This design comes from an exercise in tuning for a short achievable clock period and few clock cycles on the open sky130 flow, not from production work. In this exercise RTL edits were held to simulation tests only and were not proved equivalent to the original.

==> module cpu_alu, before the edit <==
module cpu_alu(op, wen, rst, w, d, y);
input  [2:0]  op;
input         wen, rst;
input  [15:0] w, d;
output [15:0] y;
wire s_add, s_nand, s_srrl, s_ge, s_cp, s_hold;
alu_sel u_sel (.op(op), .wen(wen), .rst(rst), .s_add(s_add), .s_nand(s_nand),
               .s_srrl(s_srrl), .s_ge(s_ge), .s_cp(s_cp), .s_hold(s_hold));
wire [15:0] sum, nandv, sr_r, sr_l, sr_er, sr_el, ers, els;
wire        ge;
alu_add  u_add  (.a(w), .b(d), .s(sum));
alu_ge   u_ge   (.a(w), .b(d), .ge(ge));
alu_srrl u_srrl (.w(w), .d(d), .r(sr_r), .l(sr_l), .er(sr_er), .el(sr_el));
alu_nand u_nand (.a(w), .b(d), .y(nandv));
alu_and2v u_ers (.a(sr_er), .b({16{s_srrl}}), .y(ers));
alu_and2v u_els (.a(sr_el), .b({16{s_srrl}}), .y(els));
alu_out  u_out  (.s_add(s_add), .s_nand(s_nand), .s_ge(s_ge),
                 .s_cp(s_cp), .s_hold(s_hold), .sum(sum), .nandv(nandv),
                 .ers(ers), .r(sr_r), .els(els), .l(sr_l),
                 .ge(ge), .d(d), .w(w), .y(y));
endmodule
==> module alu_and2v, before the edit <==
module alu_and2v(a, b, y);
input  [15:0] a, b;
output [15:0] y;
assign y = a & b;
endmodule
==> module alu_out, before the edit <==
module alu_out(s_add, s_nand, s_ge, s_cp, s_hold, sum, nandv, ers, r, els, l, ge, d, w, y);
input         s_add, s_nand, s_ge, s_cp, s_hold;
input  [15:0] sum, nandv, ers, r, els, l, d, w;
input         ge;
output [15:0] y;
wire [15:0] t1, t2, t3;
alu_aoi22 u1 (.a({16{s_add}}),  .b(sum),   .c({16{s_nand}}), .d(nandv), .y(t1));
alu_aoi22 u2 (.a(ers),          .b(r),     .c(els),          .d(l),     .y(t2));
alu_t3    u3 (.s_hold(s_hold), .w(w), .s_cp(s_cp), .d(d), .s_ge(s_ge), .ge(ge), .y(t3));
alu_nand3 u4 (.a(t1), .b(t2), .c(t3), .y(y));
endmodule
==> module alu_t3, before the edit <==
module alu_t3(s_hold, w, s_cp, d, s_ge, ge, y);
input         s_hold, s_cp, s_ge, ge;
input  [15:0] w, d;
output [15:0] y;
assign y = ~(({16{s_hold}} & w) | ({16{s_cp}} & d) | {15'd0, s_ge & ge});
endmodule
==> module alu_srrl, before the edit <==
module alu_srrl(w, d, r, l, er, el);
input  [15:0] w, d;
output [15:0] r, l, er, el;
wire [3:0]  s0, s1;
srrl_ctl  u_c  (.d(d), .s0(s0), .s1(s1), .er(er), .el(el));
wire [15:0] r1, l1;
srrl_st1  u_r1 (.w(w), .s(s0), .r(r1), .l(l1));
srrl_st2  u_r2 (.r1(r1), .l1(l1), .s(s1), .r(r), .l(l));
endmodule
export LEC_CHECK = 0
export ABC_CLOCK_PERIOD_IN_PS = 2000
export CAP_MARGIN = 20
export CORE_MARGIN = 2
export CORE_UTILIZATION = 55
export PLACE_DENSITY = 0.7
export SETUP_SLACK_MARGIN = 2.5
export SLEW_MARGIN = 20
export SYNTH_HIERARCHICAL = 1
export SYNTH_MINIMUM_KEEP_SIZE = 0
create_clock -name core_clock -period 4.5 [get_ports {clk}]
run.sh (not shown) runs the stock make flow with config.mk's settings and CLKGATE_MAP_FILE= SYNTH_SCRIPT=/design/flow/synth_recipe.tcl, a recipe that flattens the netlist after the stock synthesis.
Testbench counts at the start, summed over its fixed seeds: cycles 105,416.
==> next run, changes <==
--- a/flow/design.v
+++ b/flow/design.v
@@ -281,21 +281,13 @@
 alu_sel u_sel (.op(op), .wen(wen), .rst(rst), .s_add(s_add), .s_nand(s_nand),
                .s_srrl(s_srrl), .s_ge(s_ge), .s_cp(s_cp), .s_hold(s_hold));
-wire [15:0] sum, nandv, sr_r, sr_l, sr_er, sr_el, ers, els;
+wire [15:0] sum, nandv, srrl;
 wire        ge;
 alu_add  u_add  (.a(w), .b(d), .s(sum));
 alu_ge   u_ge   (.a(w), .b(d), .ge(ge));
-alu_srrl u_srrl (.w(w), .d(d), .r(sr_r), .l(sr_l), .er(sr_er), .el(sr_el));
+alu_srrl u_srrl (.w(w), .d(d), .y(srrl));
 alu_nand u_nand (.a(w), .b(d), .y(nandv));
-alu_and2v u_ers (.a(sr_er), .b({16{s_srrl}}), .y(ers));
-alu_and2v u_els (.a(sr_el), .b({16{s_srrl}}), .y(els));
-alu_out  u_out  (.s_add(s_add), .s_nand(s_nand), .s_ge(s_ge),
+alu_out  u_out  (.s_add(s_add), .s_nand(s_nand), .s_srrl(s_srrl), .s_ge(s_ge),
                  .s_cp(s_cp), .s_hold(s_hold), .sum(sum), .nandv(nandv),
-                 .ers(ers), .r(sr_r), .els(els), .l(sr_l),
-                 .ge(ge), .d(d), .w(w), .y(y));
-endmodule
-module alu_and2v(a, b, y);
-input  [15:0] a, b;
-output [15:0] y;
-assign y = a & b;
+                 .srrl(srrl), .ge(ge), .d(d), .w(w), .y(y));
 endmodule
 module alu_sel(op, wen, rst, s_add, s_nand, s_srrl, s_ge, s_cp, s_hold);
@@ -311,21 +303,15 @@
 assign s_hold = ~wen & ~rst;
 endmodule
-module alu_out(s_add, s_nand, s_ge, s_cp, s_hold, sum, nandv, ers, r, els, l, ge, d, w, y);
-input         s_add, s_nand, s_ge, s_cp, s_hold;
-input  [15:0] sum, nandv, ers, r, els, l, d, w;
+module alu_out(s_add, s_nand, s_srrl, s_ge, s_cp, s_hold, sum, nandv, srrl, ge, d, w, y);
+input         s_add, s_nand, s_srrl, s_ge, s_cp, s_hold;
+input  [15:0] sum, nandv, srrl, d, w;
 input         ge;
 output [15:0] y;
 wire [15:0] t1, t2, t3;
-alu_aoi22 u1 (.a({16{s_add}}),  .b(sum),   .c({16{s_nand}}), .d(nandv), .y(t1));
-alu_aoi22 u2 (.a(ers),          .b(r),     .c(els),          .d(l),     .y(t2));
-alu_t3    u3 (.s_hold(s_hold), .w(w), .s_cp(s_cp), .d(d), .s_ge(s_ge), .ge(ge), .y(t3));
+alu_aoi22 u1 (.a({16{s_add}}),  .b(sum),   .c({16{s_nand}}), .d(nandv),           .y(t1));
+alu_aoi22 u2 (.a({16{s_srrl}}), .b(srrl),  .c({16{s_cp}}),   .d(d),               .y(t2));
+alu_aoi22 u3 (.a({16{s_hold}}), .b(w),     .c({16{s_ge}}),   .d({15'd0, ge}),     .y(t3));
 alu_nand3 u4 (.a(t1), .b(t2), .c(t3), .y(y));
 endmodule
-module alu_t3(s_hold, w, s_cp, d, s_ge, ge, y);
-input         s_hold, s_cp, s_ge, ge;
-input  [15:0] w, d;
-output [15:0] y;
-assign y = ~(({16{s_hold}} & w) | ({16{s_cp}} & d) | {15'd0, s_ge & ge});
-endmodule
 module alu_aoi22(a, b, c, d, y);
 input  [15:0] a, b, c, d;
@@ -419,12 +405,14 @@
 assign s = {~(x[15:1] ^ cn[14:0]), x[0]};
 endmodule
-module alu_srrl(w, d, r, l, er, el);
+module alu_srrl(w, d, y);
 input  [15:0] w, d;
-output [15:0] r, l, er, el;
+output [15:0] y;
 wire [3:0]  s0, s1;
+wire [15:0] er, el;
 srrl_ctl  u_c  (.d(d), .s0(s0), .s1(s1), .er(er), .el(el));
-wire [15:0] r1, l1;
+wire [15:0] r1, l1, r2, l2;
 srrl_st1  u_r1 (.w(w), .s(s0), .r(r1), .l(l1));
-srrl_st2  u_r2 (.r1(r1), .l1(l1), .s(s1), .r(r), .l(l));
+srrl_st2  u_r2 (.r1(r1), .l1(l1), .s(s1), .r(r2), .l(l2));
+srrl_fin  u_f  (.r(r2), .l(l2), .er(er), .el(el), .y(y));
 endmodule
 module srrl_ctl(d, s0, s1, er, el);
@@ -467,4 +455,9 @@
 assign l = ({16{s[0]}} & l1) | ({16{s[1]}} & l_4) | ({16{s[2]}} & l_8) | ({16{s[3]}} & l_12);
 endmodule
+module srrl_fin(r, l, er, el, y);
+input  [15:0] r, l, er, el;
+output [15:0] y;
+assign y = (r & er) | (l & el);
+endmodule
 module g_nor2v(a, b, y);
 parameter N = 1;
The changed run produced a clean layout.
Cell area stays flat.
Synthesized area is about the same.
Via count falls by about 1.4%.
Critical path depth rose by 4.
Global-route usage grows by 0.74 points.
Worst setup slack improves by 0.086 ns.
Clock-buffer cell count came out higher by 11.
Register-to-register slack is better by 0.16 ns.
Sequential cell count does not change.
Die area is about the same.
Testbench counts after the change, summed over its fixed seeds: cycles 105,416.

[port drivers added, routing unchanged]
In the flow no input, the clock included, has a driving cell. The finished layouts below were timed again as built, in two steps. Step 1, drivers: a clkbuf_16 drives clk and a buf_2 each remaining input, both assumed. Step 2 times the ports against the registers' clock, not the clock port: input delays grow and output delays shrink by t, the midpoint of the rising clock arrivals with the driver on. Slacks: no drivers / after step 1 / after step 2; pairs: no drivers / after step 1.
| run | shift t [ns] | setup WS [ns] | worst register clock-pin slew, ns |
|---|---|---|---|
| the first run | 0.595 | 2.088 / 2.088 / 1.531 | 0.07 / 0.07 |
| the second run | 0.627 | 2.173 / 2.181 / 1.553 | 0.07 / 0.07 |
After both steps every run listed still meets setup and hold. For the second run, which loses most, drivers alone change the setup slack by +0.008 ns; drivers and shift together by -0.620 ns.
